Context: an optimization exercise on an open-source flow, tuned for small area and a short achievable clock period. The choices shown serve that exercise and are no tape-out recipe.
Function was checked by simulation only, so behaviour that the tests miss may differ from the original.
Power is estimated from default activity; no workload was simulated.

File: flow/design.v
module PGM#(
    parameter    PLATFORM = "xilinx"
)(
input			clk,
input			rst_n,
input           cnt_rst,
input           lau_update_finish,
input     [47:0] timestamp,
input            in_pgm_addr_shift,
input            in_pgm_slot_shift, 
input	         in_pgm_test_start,       
input            test_stop, 
input     [11:0] in_pgm_pkt_1_len,
input     [11:0] in_pgm_pkt_2_len,
input     [11:0] in_pgm_pkt_3_len,
input     [11:0] in_pgm_pkt_4_len,
input     [11:0] in_pgm_pkt_5_len,
input     [11:0] in_pgm_pkt_6_len,
input     [11:0] in_pgm_pkt_7_len,
input     [11:0] in_pgm_pkt_8_len,
input	  [15:0] in_pgm_tb_1_size, 
input     [15:0] in_pgm_tb_1_rate,
input	  [15:0] in_pgm_tb_2_size, 
input     [15:0] in_pgm_tb_2_rate,
input	  [15:0] in_pgm_tb_3_size, 
input     [15:0] in_pgm_tb_3_rate,
input	  [15:0] in_pgm_tb_4_size, 
input     [15:0] in_pgm_tb_4_rate,
input	  [15:0] in_pgm_tb_5_size, 
input     [15:0] in_pgm_tb_5_rate,
input	  [15:0] in_pgm_tb_6_size, 
input     [15:0] in_pgm_tb_6_rate,
input	  [15:0] in_pgm_tb_7_size, 
input     [15:0] in_pgm_tb_7_rate,
input	  [15:0] in_pgm_tb_8_size, 
input     [15:0] in_pgm_tb_8_rate,
input            gcl_ram_rd,
input     [3:0]  slot_shift_cnt, 
input     [8:0]  slot_ID,
output     [31:0] out_pgm_pkt_1_cnt,
output     [31:0] out_pgm_pkt_2_cnt,
output     [31:0] out_pgm_pkt_3_cnt,
output     [31:0] out_pgm_pkt_4_cnt,
output     [31:0] out_pgm_pkt_5_cnt,
output     [31:0] out_pgm_pkt_6_cnt,
output     [31:0] out_pgm_pkt_7_cnt,
output     [31:0] out_pgm_pkt_8_cnt,
input     [7:0]  in_pgm_fifo_usedw, 
output           out_pgm_gcl_rd,   
output    [4:0]  out_pgm_gcl_addr,    
input	  [127:0]in_pgm_gc,         
output	         out_pgm_pkt_hdr_rd,
output	  [5:0]  out_pgm_pkt_hdr_addr,
input	  [127:0]in_pgm_pkt_hdr,
output	   [133:0]out_pgm_data,
output	          out_pgm_data_wr,
output	          out_pgm_data_valid,
output	          out_pgm_data_valid_wr
);
localparam S_R    = 4'd0,    
           S_UDO  = 4'd1,    
           S_PRIO = 4'd2,    
           S_SEL  = 4'd3,    
           S_P1   = 4'd4,    
           S_P2   = 4'd5,
           S_P3   = 4'd6,
           S_P4   = 4'd7,    
           S_P5   = 4'd8,    
           S_P6   = 4'd9,    
           S_P7   = 4'd10,   
           S_P8   = 4'd11,   
           S_P9   = 4'd12,   
           S_AS   = 4'd13,   
           S_EXT  = 4'd14,   
           S_E    = 4'd15;   
wire [11:0] len [0:7];
wire [15:0] tbs [0:7];
wire [15:0] tbr [0:7];
assign len[0] = in_pgm_pkt_1_len; assign tbs[0] = in_pgm_tb_1_size; assign tbr[0] = in_pgm_tb_1_rate;
assign len[1] = in_pgm_pkt_2_len; assign tbs[1] = in_pgm_tb_2_size; assign tbr[1] = in_pgm_tb_2_rate;
assign len[2] = in_pgm_pkt_3_len; assign tbs[2] = in_pgm_tb_3_size; assign tbr[2] = in_pgm_tb_3_rate;
assign len[3] = in_pgm_pkt_4_len; assign tbs[3] = in_pgm_tb_4_size; assign tbr[3] = in_pgm_tb_4_rate;
assign len[4] = in_pgm_pkt_5_len; assign tbs[4] = in_pgm_tb_5_size; assign tbr[4] = in_pgm_tb_5_rate;
assign len[5] = in_pgm_pkt_6_len; assign tbs[5] = in_pgm_tb_6_size; assign tbr[5] = in_pgm_tb_6_rate;
assign len[6] = in_pgm_pkt_7_len; assign tbs[6] = in_pgm_tb_7_size; assign tbr[6] = in_pgm_tb_7_rate;
assign len[7] = in_pgm_pkt_8_len; assign tbs[7] = in_pgm_tb_8_size; assign tbr[7] = in_pgm_tb_8_rate;
reg  [3:0]  st;
reg  [2:0]  idx;         
reg         gv;          
reg  [2:0]  gidx;        
reg  [11:0] L;           
reg         Z;           
reg  [7:0]  R8;          
reg  [3:0]  N;           
reg  [127:0] hA, hB, hC;   
reg  [127:0] D;          
reg  [31:0] cnt [0:7];
wire [11:0] SLe  = Z ? 12'd0 : L;
wire        last = (R8 == 8'd0) || (R8 == 8'd1 && N == 4'd0);
wire [31:0] seq  = cnt[idx];
wire [31:0] inc  = seq + 32'd1;
function kc16;
    input [15:0] a, b;
    input        cin;
    reg   [15:0] G, T;
    integer i, d;
    begin
        G = a & b;
        T = a | b;
        G[0] = G[0] | (T[0] & cin);
        for (d = 1; d < 16; d = d * 2)
            for (i = 15; i >= d; i = i - 1) begin
                G[i] = G[i] | (T[i] & G[i-d]);
                T[i] = T[i] & T[i-d];
            end
        kc16 = G[15];
    end
endfunction
reg  [3:0] nst;
always @(*) begin
    case (st)
        S_R:    nst = S_UDO;
        S_UDO:  nst = (in_pgm_fifo_usedw <= 8'd5) ? S_PRIO : S_UDO;
        S_PRIO: nst = gv ? S_SEL : S_PRIO;
        S_P9, S_AS, S_EXT:
                nst = last ? S_E : (st == S_EXT ? S_EXT : st + 4'd1);
        S_E:    nst = S_UDO;
        default: nst = st + 4'd1;
    endcase
end
reg       o133, o132, vld, hrd;
reg [3:0] nib;
reg [5:0] haddr;
always @(posedge clk or negedge rst_n) begin
    if (!rst_n) begin
        st <= S_R;
        o133 <= 1'b0; o132 <= 1'b0; vld <= 1'b0; nib <= 4'd0;
        hrd <= 1'b0; haddr <= 6'd0;
    end
    else begin
        st   <= nst;
        o133 <= nst[3] && nst != S_P5;
        o132 <= nst[3] && nst != S_E;
        vld  <= (nst == S_E);
        nib  <= (nst == S_E) ? 4'd0 - N : 4'd0;
        hrd  <= (st == S_SEL) || (st[3:2] == 2'b01);
        haddr <= (st == S_SEL) ? {in_pgm_addr_shift, idx, 2'b00} :
                 (st[3:2] == 2'b01) ? haddr + 6'd1 : 6'd0;
    end
end
always @(posedge clk) begin
    if (st == S_PRIO && gv) idx <= gidx;
    if (st == S_SEL) L <= len[idx];
    if (st == S_P4) begin
        R8 <= SLe[11:4];
        N  <= SLe[3:0];
    end
    else if (st == S_P6 || st == S_P7 || st == S_P8 ||
             ((st == S_P9 || st == S_AS || st == S_EXT) && !last))
        R8 <= R8 - 8'd1;
    hA <= in_pgm_pkt_hdr;
    hB <= hA;
    hC <= hB;
end
always @(posedge clk or negedge rst_n) begin
    if (!rst_n) Z <= 1'b1;
    else if (cnt_rst) Z <= 1'b1;
    else if (st == S_SEL) Z <= 1'b0;
end
genvar gk;
generate for (gk = 0; gk < 8; gk = gk + 1) begin : g_cnt
    always @(posedge clk or negedge rst_n) begin
        if (!rst_n) cnt[gk] <= 32'd0;
        else if (cnt_rst) cnt[gk] <= 32'd0;
        else if (st == S_SEL && idx == gk) cnt[gk] <= inc;
    end
end endgenerate
assign out_pgm_pkt_1_cnt = cnt[0];
assign out_pgm_pkt_2_cnt = cnt[1];
assign out_pgm_pkt_3_cnt = cnt[2];
assign out_pgm_pkt_4_cnt = cnt[3];
assign out_pgm_pkt_5_cnt = cnt[4];
assign out_pgm_pkt_6_cnt = cnt[5];
assign out_pgm_pkt_7_cnt = cnt[6];
assign out_pgm_pkt_8_cnt = cnt[7];
always @(posedge clk or negedge rst_n) begin
    if (!rst_n) D <= 128'd0;
    else case (st)
        S_P4:  D <= {20'd0, SLe + 12'd32, 96'd0};
        S_P6, S_P7, S_P8: D <= hC;
        S_P9:  D <= {hC[127:48], timestamp};
        S_AS:  D <= {seq, 76'd0, slot_shift_cnt, 7'b0, slot_ID};
        default: D <= 128'd0;
    endcase
end
assign out_pgm_data[127:0]   = D;
assign out_pgm_data[133]     = o133;
assign out_pgm_data[132]     = o132;
assign out_pgm_data[131:128] = nib;
assign out_pgm_data_wr       = st[3];
assign out_pgm_data_valid    = vld;
assign out_pgm_data_valid_wr = vld;
assign out_pgm_pkt_hdr_rd    = hrd;
assign out_pgm_pkt_hdr_addr  = haddr;
localparam G_INIT = 3'b000, G_IDLE = 3'b001, G_W1 = 3'b100, G_W2 = 3'b101, G_RD = 3'b110;
reg [2:0] gst;
reg [4:0] gaddr;
always @(posedge clk or negedge rst_n) begin
    if (!rst_n) begin
        gst <= G_INIT;
        gaddr <= 5'd0;
    end
    else case (gst)
        G_INIT: if (lau_update_finish) gst <= G_W1;
        G_IDLE: if (test_stop) begin gst <= G_INIT; gaddr <= 5'd0; end
                else if (gcl_ram_rd) gst <= G_W1;
        G_W1:   gst <= G_W2;
        G_W2:   gst <= G_RD;
        G_RD:   begin gst <= G_IDLE; gaddr <= gaddr + 5'd1; end
        default: gst <= gst;
    endcase
end
assign out_pgm_gcl_rd   = gst[2];
assign out_pgm_gcl_addr = gaddr;
wire [7:0] req;
wire [7:0] gbyte = in_pgm_gc[slot_shift_cnt*8 +: 8];
wire [7:0] gval  = gbyte & req;
always @(posedge clk) begin
    gv <= in_pgm_test_start && (gval != 8'd0);
    casez (gval)
        8'b???????1: gidx <= 3'd0;
        8'b??????10: gidx <= 3'd1;
        8'b?????100: gidx <= 3'd2;
        8'b????1000: gidx <= 3'd3;
        8'b???10000: gidx <= 3'd4;
        8'b??100000: gidx <= 3'd5;
        8'b?1000000: gidx <= 3'd6;
        default:     gidx <= 3'd7;
    endcase
end
reg upd;      
reg slave;    
always @(posedge clk or negedge rst_n) begin
    if (!rst_n) begin
        upd <= 1'b0;
        slave <= 1'b0;
    end
    else if (!upd) upd <= lau_update_finish;
    else if (test_stop) upd <= 1'b0;
    else slave <= in_pgm_slot_shift;
end
wire        shift = slave ^ in_pgm_slot_shift;
reg  [7:0]  sel1;        
reg  [15:0] nct;         
always @(posedge clk) begin
    if (st == S_PRIO && gv) sel1 <= 8'd1 << gidx;
    if (st == S_SEL) nct <= 16'd0 - {4'd0, len[idx] + 12'd4};
end
wire        ct_on = (st == S_P1);
wire [15:0] rt_all [0:7];
reg  [15:0] rt_sel;
integer si;
always @(*) begin
    rt_sel = 16'd0;
    for (si = 0; si < 8; si = si + 1)
        rt_sel = rt_sel | (rt_all[si] & {16{sel1[si]}});
end
wire [15:0] rt_deb = rt_sel + nct;
genvar gi;
generate for (gi = 0; gi < 8; gi = gi + 1) begin : g_tb
    reg  [15:0] RT;
    reg  [11:0] pl;
    assign rt_all[gi] = RT;
    wire [15:0] t1 = (ct_on && sel1[gi]) ? rt_deb : RT;
    wire [16:0] u  = {1'b0, t1} + {1'b0, tbr[gi]};
    wire [15:0] ps = tbs[gi] ^ ~t1 ^ ~tbr[gi];
    wire [15:0] pc = (tbs[gi] & ~t1) | (tbs[gi] & ~tbr[gi]) | (~t1 & ~tbr[gi]);
    wire [15:0] y  = {pc[14:0], 1'b1};
    wire        c  = kc16(y, ps, 1'b1);    
    wire        le = u[16] ? (pc[15] | c) : (pc[15] & c);
    reg  [15:0] alt;
    always @(*) begin
        if (!upd)           alt = lau_update_finish ? tbr[gi] : 16'd0;
        else if (test_stop) alt = 16'd0;
        else if (shift)     alt = tbs[gi];
        else                alt = t1;
    end
    wire [15:0] rn = (upd && !test_stop && shift && le) ? u[15:0] : alt;
    always @(posedge clk) begin
        RT <= rn;
        pl <= len[gi] + 12'd4;
    end
    assign req[gi] = kc16(RT, ~{4'd0, pl}, 1'b1);    
end endgenerate
endmodule
File: flow/flow/run.sh
#!/bin/bash
set -euo pipefail
HERE=$(cd "$(dirname "$0")" && pwd)
MARGIN=$(cat "$HERE/margin.txt")
KNOBS=(BUFFER_PORTS_ARGS="-buffer_cell sky130_fd_sc_hd__buf_1" SETUP_SLACK_MARGIN=$MARGIN)
if [[ -f "$HERE/knobs.txt" ]]; then
  while read -r kv; do [[ -n "$kv" ]] && KNOBS+=("$kv"); done < "$HERE/knobs.txt"
fi
bash standard.sh "${KNOBS[@]}" synth > synth.log 2>&1
bash standard.sh "${KNOBS[@]}" floorplan > floorplan.log 2>&1
bash standard.sh "${KNOBS[@]}" place > place.log 2>&1
bash standard.sh "${KNOBS[@]}" cts > cts.log 2>&1
bash standard.sh "${KNOBS[@]}" route > route.log 2>&1
bash standard.sh "${KNOBS[@]}" finish > finish.log 2>&1
File: flow/flow/margin.txt
12.7
File: flow/standard.sh
#!/bin/bash
# synth_recipe.tcl (not shown) runs the flow's synth.tcl, then flattens the netlist and writes it again
# the make line also repeats each setting of config.mk as NAME=value (left out here)
make -C /OpenROAD-flow-scripts/flow DESIGN_CONFIG=/design/flow/config.mk WORK_HOME=/design/flow/orfs CLKGATE_MAP_FILE= SYNTH_SCRIPT=/design/flow/synth_recipe.tcl "${@:-finish}"
File: flow/config.mk
export PLATFORM = sky130hd
export DESIGN_NAME = PGM
export DESIGN_NICKNAME = PGM
export VERILOG_FILES = /design/flow/design.v
export SDC_FILE = /design/flow/constraint.sdc
export NUM_CORES = 4
export LEC_CHECK = 0
export CAP_MARGIN = 20
export CORE_AREA = 5 5 315 315
export DIE_AREA = 0 0 320 320
export SLEW_MARGIN = 20
export TNS_END_PERCENT = 20
File: flow/constraint.sdc
create_clock -name core_clock -period 18.0 [get_ports {clk}]
set_input_delay 3.6000 -clock core_clock [delete_from_list [all_inputs] [get_ports {clk}]]
set_output_delay 3.6000 -clock core_clock [all_outputs]
set_load 0.01 [all_outputs]
==> run notes <==
repair_timing:
item,CTS,global route
gates cloned,4,2
pin swaps,113,88
gates resized for setup,258,258
setup buffers,119,42
endpoints found under the setup margin,344,519
kinds of logic (layout without fill, tap and decap cells):
logic type / Yosys count / in the layout
compound gates: 1440 / 1440
simple gates: 1313 / 1315
flops: 1072 / 1072
buf+inv: 738 / 2020
fa+ha+maj: 418 / 418
xor+xnor: 320 / 320
mux: 242 / 242
other cells: 0 / 79
state kept, by name, indices dropped and copies added (netlist names), 3 cells and up:
register / count
sel1: 8
D: 128
g_tb.pl: 96
cnt: 256
nct: 13
L: 11
haddr: 6
gst: 3
g_tb.RT: 128
R8: 8
nib: 4
gidx: 3
N: 4
hA: 128
st: 4
hB: 128
hC: 128
gaddr: 5
idx: 3
path summary, 6_finish.rpt:
| kind | start | end | slack (ns) | cells past startpoint |
|---|---|---|---|---|
| hold reg to reg | hB[40] | hC[40] | 0.30 | 0 |
| hold / removal | hB[40] | hC[40] | 0.30 | 0 |
| setup / recovery | in_pgm_tb_2_size[5] | g_tb[1].RT[13] | 11.43 | 15 |
| setup reg to reg | sel1[1] | g_tb[1].RT[13] | 11.50 | 26 |
| max in group asynchronous | rst_n | cnt[5][28] | 13.11 | 4 |
| min in group asynchronous | rst_n | D[31] | 2.81 | 1 |
cell type report:
cell class                 count  area [µm²]
multi-input combinational   3735       30000
fill                        7204       26900
sequential                  1072       24000
timing repair buffer        1339        6810
clock buffer                 162        3290
inverter                     474        1800
tap                         1265        1580
clock inverter                45         623
antenna                       79         198
stage by stage:
stage          total power [µW]  hold WS, ns
5_1_grt                   10000        0.317
2_1_floorplan              5210        0.310
3_3_place_gp               6630        0.310
3_5_place_dp               6690        0.312
4_1_cts                    9360        0.312
6_report                   9720        0.298
cells in the final DEF, fill, tap and decap left out, types with 186 or more instances in the layout:
| cell type | count |
|---|---|
| buf_1 | 1013 |
| buf_4 | 189 |
| dfrtp_1 | 412 |
| dfxtp_1 | 612 |
| ha_1 | 238 |
| inv_1 | 451 |
| nand2_1 | 511 |
| nor2_1 | 235 |
| o21ai_0 | 224 |
| xnor2_1 | 186 |
power by group through the flow:
stage / Clock, µW / Combinational (µW) / Sequential (µW)
6_report: 2440 / 4260 / 3030
2_1_floorplan: 0 / 2290 / 2920
5_1_grt: 2550 / 4450 / 3030
4_1_cts: 2440 / 3920 / 3000
3_3_place_gp: 0 / 3580 / 3050
3_5_place_dp: 0 / 3630 / 3060
routing by layer:
layer / GRT usage / vias to the layer above / wire, µm
met5: 0 / - / 514
met4: 0.282 / 46 / 18800
met3: 0.198 / 899 / 37600
met2: 0.668 / 3855 / 105000
met1: 0.582 / 25300 / 89500
li1: - / 22400 / -
==> results.yml <==
outcome:
  status: "no timing/DRC/antenna violations"
sta:
  fin_skew_ns: 0.0443
  rsz0062_at_grt: "yes"
  max_slew_margin: 0.194
  timing.final.ws_setup_ns: 11.43
  max_freq_mhz: 152
  finalCritPeriodShare: 0.365
  fin_setup_tns_ns: 0
  setup_viol: 0
  hold_violations: 0
  period_needed_ns: 6.57
  tightestPinTransition_ns: 1.20
  maxSlewViolCount: 0
clocking:
  htreeDepth: 3
  cts_num_sinks: 1072
  numCtsBuffers: 109
  cts_max_path_buffers: 3
  clock_latency_ns: 0.72
  clk_pin_slew_ns: 0.06
  cts_tree: "done"
  hold_buffers: 0
  cts-root-buf: "clkbuf_16"
synth:
  ys_ff_latch: 1072
  synth-main-ff-cell: "dfxtp_1"
  synth.area.top_cells: "dfxtp_1 (22%), dfrtp_1 (19%), ha_1 (5.6%), nand2_1 (3.5%), inv_1 (3.2%)"
  syn-cell-area_um2: 55300
  synth_commonest_cells: "dfxtp_1 (612), nand2_1 (514), inv_1 (470), dfrtp_1 (412), o21ai_0 (263)"
  syn_inst: 5543
  synth_compound_area_frac: 0.192
  synth_xor_area_frac: 0.0509
  synth_top_cell_by_area: "dfxtp_1"
  synth.top_cell.area_share: 0.221
  avgSynthCellArea_um2: 9.98
  ys_seq_area_frac: 0.434
  yosysWarningCount: 2
  yosys-mux-area-fraction: 0.0570
  synth_fa_ha_area_frac: 0.102
  synth.most_common_cell: "dfxtp_1"
  synth-simple-area-share: 0.112
  ys_async_sr_fraction: 0.385
  synth_edf_count: 47
  synth_nets: 6556
  synth_top_family_by_area: "compound AO/OA/AOI/OAI gates"
  synth_cell_type_count: 118
critical_path:
  cp_max_fo: 6
  critPathSlowestCell: "fa_1"
  critPathMaxStageDelay_ns: 0.59
  path_class: "in -> reg"
  path_cells: "buf_6 > fa_1 > nor2b_2 > a21o_1 > a2111oi_4 > nor3_2 > a311oi_4 > o21ai_1 > a222oi_1 > nand3_1 > o2111ai_2 > a21oi_2 > maj3_2 > nand2b_4 > mux2_4"
  startpoint_type: "input port"
  path_delay_family: "compound AO/OA/AOI/OAI gates"
  cp.required_ns: 18.59
  cp_data_arrival_time_ns: 7.16
  cp_num_buf_inv: 1
  end_kind: "register"
grt:
  track_usage: 0.465
  overflow: 0
  grt_pass1_vias: 49100
  grt_pass1_wl_um: 349000
  grt_max_degree: 203
  antenna_found_initial: 101
power:
  p_per_area_nw_per_um2: 142
  pwr-share-comb: 0.438
  intPower_uw: 5650
  power.leakage_uw: 0.0290
  clockPowerShare: 0.251
  seqPwrFrac: 0.311
  vdd_ir_drop_max_v: 0.000122
  switching_share: 0.419
  power.switching_uw: 4080
finish:
  fin_nets: 7744
  post-route-util: 0.717
  instances_no_fill: 8171
  final_cell_area_um2: 68200
  area_growth_pct: 23.4
  drive_gt1_frac: 0.137
floorplan:
  die_w_um: 320
  ios: 1092
  chipHeight_um: 320
  coreArea_um2: 95200
  std_cell_rows: 113
  die_area_um2: 102000
  start_util: 0.581
drt:
  drt-initial-drc-count: 7484
  ant_nets: 0
  vias: 52400
  first_pass_iters: 10
  drc: 0
  vias_per_cell: 6.42
  wl_per_cell_um: 30.8
  drt_wl_total_um: 251000
placed_design:
  place_area_um2: 60800
  io_buffers: 1090
  preCtsSetupSlack_ns: 10.07
  dp_cells: 7717
  routabilityCongestion: 1.04
  place_hpwl_um: 190000
worst_hold_path:
  min_path_type: "reg -> reg"
flow_run:
  drv.max_cap_violation_count: 0

-- port drivers added, routing unchanged --
The flow's constraints put no driver on any port. The routed layout listed below was extracted and timed again, unchanged, in two steps.
Step 1 (the two cells are an assumption about what drives the block):
set clk [get_ports {clk}]
set_driving_cell -lib_cell sky130_fd_sc_hd__clkbuf_16 $clk
set_driving_cell -lib_cell sky130_fd_sc_hd__buf_2 [delete_from_list [all_inputs] $clk]
Step 2, shift: input delay + t, output delay - t, t = (earliest + latest rising clock arrival at the registers) / 2. This alone moves slack from input paths to output paths.
a / b / c = ideal / step 1 / step 2; a / b = the first two.
shift t [ns]: 0.772
setup slack, ns: 11.431 / 11.371 / 10.599
slew at the worst register clock pin (ns): 0.07 / 0.07
pins driven straight from the clock port: 1
After both steps setup and hold are still met in this run. For this run, drivers alone change the setup slack by -0.060 ns; drivers and shift together by -0.832 ns.
